This design comes from an exercise in tuning for small area and a short achievable clock period on the open sky130 flow, not from production work.
The RTL was checked by simulation tests, not by an equivalence proof against the original design.

Design gg_deblock_filter_top, start of the top module:
module gg_deblock_filter_top (
    input  logic         clk,
    input  logic [511:0] blki_d,
    input  logic [17:0]  bs_d,
    input  logic [23:0]  qpz_d,
    input  logic [4:0]   FilterOffsetA_d,
    input  logic [4:0]   FilterOffsetB_d,
    input  logic         ch_flag_d,
    output logic [511:0] blko_q
);
    logic [0:3][0:15][7:0] blki_w;
    logic [0:3][5:0]       qpz_w;
    logic [0:2][0:1][2:0]  bs_w;
    logic [0:2][6:0]       tA_w, tB_w;
    logic [0:2][41:0]      thr_w;
    logic [0:2][0:1][14:0] tcs_w;
    logic [0:2][0:1]       is4_w, is13_w;
    logic [0:3][4:0]       vflg_w;
    assign blki_w = blki_d;
    assign qpz_w  = qpz_d;
    assign bs_w   = bs_d;
    gg_deblock_index _idx (
        .qpz(qpz_w), .FilterOffsetA(FilterOffsetA_d), .FilterOffsetB(FilterOffsetB_d),
        .ch_flag(ch_flag_d), .tA(tA_w), .tB(tB_w)
    );
    gg_deblock_params _par1 (
        .tA(tA_w), .tB(tB_w), .bs(bs_w),
        .thr(thr_w), .tcs(tcs_w), .is4(is4_w), .is13(is13_w)
    );
    gg_deblock_stage1 _st1 (
        .blki ( blki_w ), .thr ( thr_w ), .is4 ( is4_w ), .is13 ( is13_w ), .vflg ( vflg_w )
    );
    logic [0:3][0:15][7:0] blki;
    logic [0:2][6:0]       tA, tB;
    logic [0:2][0:1][2:0]  bs;
    logic                  ch_flag;
    logic [0:3][4:0]       vflg;
    logic [0:1][14:0]      tcs0;
    always_ff @(posedge clk) begin
        blki    <= blki_d;
        tA      <= tA_w;
        tB      <= tB_w;
        bs      <= bs_d;
        ch_flag <= ch_flag_d;
        vflg    <= vflg_w;
        tcs0    <= tcs_w[0];
    end
    logic [0:2][41:0]      thr;
    logic [0:2][0:1][14:0] tcs, tcs_s2;
    logic [0:2][0:1]       is4, is13;
    logic [0:3][0:15][7:0] blkm_w;
    logic [0:7][4:0]       hflg_w;
    logic [0:7][17:0]      hclp_w;
    gg_deblock_params _par2 (
        .tA(tA), .tB(tB), .bs(bs),
        .thr(thr), .tcs(tcs), .is4(is4), .is13(is13)
    );
    assign tcs_s2 = { tcs0, tcs[1], tcs[2] };
    gg_deblock_stage2 _st2 (
        .blki ( blki ), .blkm ( blkm_w ),
        .thr ( thr ), .tcs ( tcs_s2 ), .is4 ( is4 ), .is13 ( is13 ),
        .ch_flag ( ch_flag ), .vflg ( vflg ), .hflg ( hflg_w ), .hclp ( hclp_w )
    );
    logic [0:3][0:15][7:0] blkm;
  ...
For scale: ~24000 cells after synthesis, about 1300 flip-flops, about 1100 I/O pins, roughly 190000 um^2 of cells after synthesis.
==> module gg_deblock_dec, before the edit <==
module gg_deblock_dec
(
    input  logic [41:0] thr,
    input  logic is4,
    input  logic is13,
    input  logic [0:3][7:0] pi,
    input  logic [0:3][7:0] qi,
    output logic [4:0] flags
);
    function automatic logic absd_lt5(input logic [7:0] a, input logic [7:0] b,
                                      input logic [4:0] t, input logic [4:0] t_m1);
        logic [8:0] d;
        logic [4:0] m;
        d = {1'b0, a} - {1'b0, b};
        m = d[4:0] ^ {5{d[8]}};
        absd_lt5 = (d[8:5] == {4{d[8]}}) && (d[8] ? (m < t_m1) : (m < t));
    endfunction
    logic [7:0] alpha, alpha_m1;
    logic [6:0] alpha4, alpha4_m1;
    logic [4:0] beta, beta_m1;
    logic [8:0] d0;
    logic [7:0] m8;
    logic [6:0] m7;
    logic f, ap1, aq1, ap2, aq2, pq_a, pq_a4;
    always_comb begin
        alpha     = thr[41:34];
        alpha_m1  = thr[33:26];
        alpha4    = thr[24:18];
        alpha4_m1 = thr[16:10];
        beta      = thr[9:5];
        beta_m1   = thr[4:0];
        d0  = {1'b0, qi[0]} - {1'b0, pi[0]};
        m8  = d0[7:0] ^ {8{d0[8]}};
        m7  = m8[6:0];
        pq_a  = d0[8] ? (m8 < alpha_m1) : (m8 < alpha);
        pq_a4 = (d0[8:7] == {2{d0[8]}}) && (d0[8] ? (m7 < alpha4_m1) : (m7 < alpha4));
        ap1   = absd_lt5(pi[1], pi[0], beta, beta_m1);
        aq1   = absd_lt5(qi[1], qi[0], beta, beta_m1);
        ap2   = absd_lt5(pi[2], pi[0], beta, beta_m1);
        aq2   = absd_lt5(qi[2], qi[0], beta, beta_m1);
        f = pq_a & ap1 & aq1;
        flags = { f & is4, f & is13, ap2, aq2, pq_a4 };
    end
endmodule
Settings: LEC_CHECK=0, ABC_AREA=1, CAP_MARGIN=20, CORE_MARGIN=2, CORE_UTILIZATION=30, PLACE_DENSITY=0.35, SLEW_MARGIN=20; clock period 27.0 ns.
run.sh (not shown) runs the stock make flow with config.mk's settings and CLKGATE_MAP_FILE= SYNTH_SCRIPT=/design/flow/synth_recipe.tcl, a recipe that flattens the netlist after the stock synthesis.
Then changed:
--- a/flow/design.v
+++ b/flow/design.v
@@ -752,9 +752,13 @@
     function automatic logic absd_lt5(input logic [7:0] a, input logic [7:0] b,
                                       input logic [4:0] t, input logic [4:0] t_m1);
-        logic [8:0] d;
-        logic [4:0] m;
-        d = {1'b0, a} - {1'b0, b};
-        m = d[4:0] ^ {5{d[8]}};
-        absd_lt5 = (d[8:5] == {4{d[8]}}) && (d[8] ? (m < t_m1) : (m < t));
+        logic [5:0] d;
+        logic eq, up, dn, pos, neg;
+        d  = {1'b0, a[4:0]} - {1'b0, b[4:0]};           
+        eq = a[7:5] == b[7:5];
+        up = {1'b0, a[7:5]} == {1'b0, b[7:5]} + 4'd1;
+        dn = {1'b0, a[7:5]} + 4'd1 == {1'b0, b[7:5]};
+        pos = d[5] ? up : eq;                           
+        neg = d[5] ? eq : dn;                           
+        absd_lt5 = (pos && (d[4:0] < t)) || (neg && (~d[4:0] < t_m1));
     endfunction
     logic [7:0] alpha, alpha_m1;
After rerunning: Critical path depth is lower by 31. Synthesized area barely changes. Worst hold slack hardly moves. Sequential share of layout area barely changes. Synthesized cell count rose slightly. Via count grows slightly. First-iteration DRC count came out higher by a few percent.

## what the ideal ports hide
The flow's constraints put no driver on any port. The routed layouts listed below were extracted and timed again, unchanged, in two steps.
Step 1 sets driving cells, clkbuf_16 on the clock port and buf_2 on the other inputs (assumed; they add their load-dependent delay and slew).
Step 2 adds t to the input delays and takes it off the output delays; t is the mean of the earliest and latest rising clock arrival at the registers after step 1. Input paths then give back, and output paths get back, about the clock's delay inside the block.
Slacks: no drivers / after step 1 / after step 2; pairs: no drivers / after step 1.
| run | shift t [ns] | slack for setup (ns) | clock arrival spread, ns | slew at the worst register clock pin (ns) |
|---|---|---|---|---|
| the first run | 1.111 | 14.688 / 14.688 / 13.970 | 0.069 / 0.070 | 0.08 / 0.08 |
| the second run | 1.123 | 14.592 / 14.706 / 13.583 | 0.052 / 0.052 | 0.07 / 0.07 |
After both steps every run listed still meets setup and hold. For the second run, which loses most, drivers alone change the setup slack by +0.114 ns; drivers and shift together by -1.009 ns.
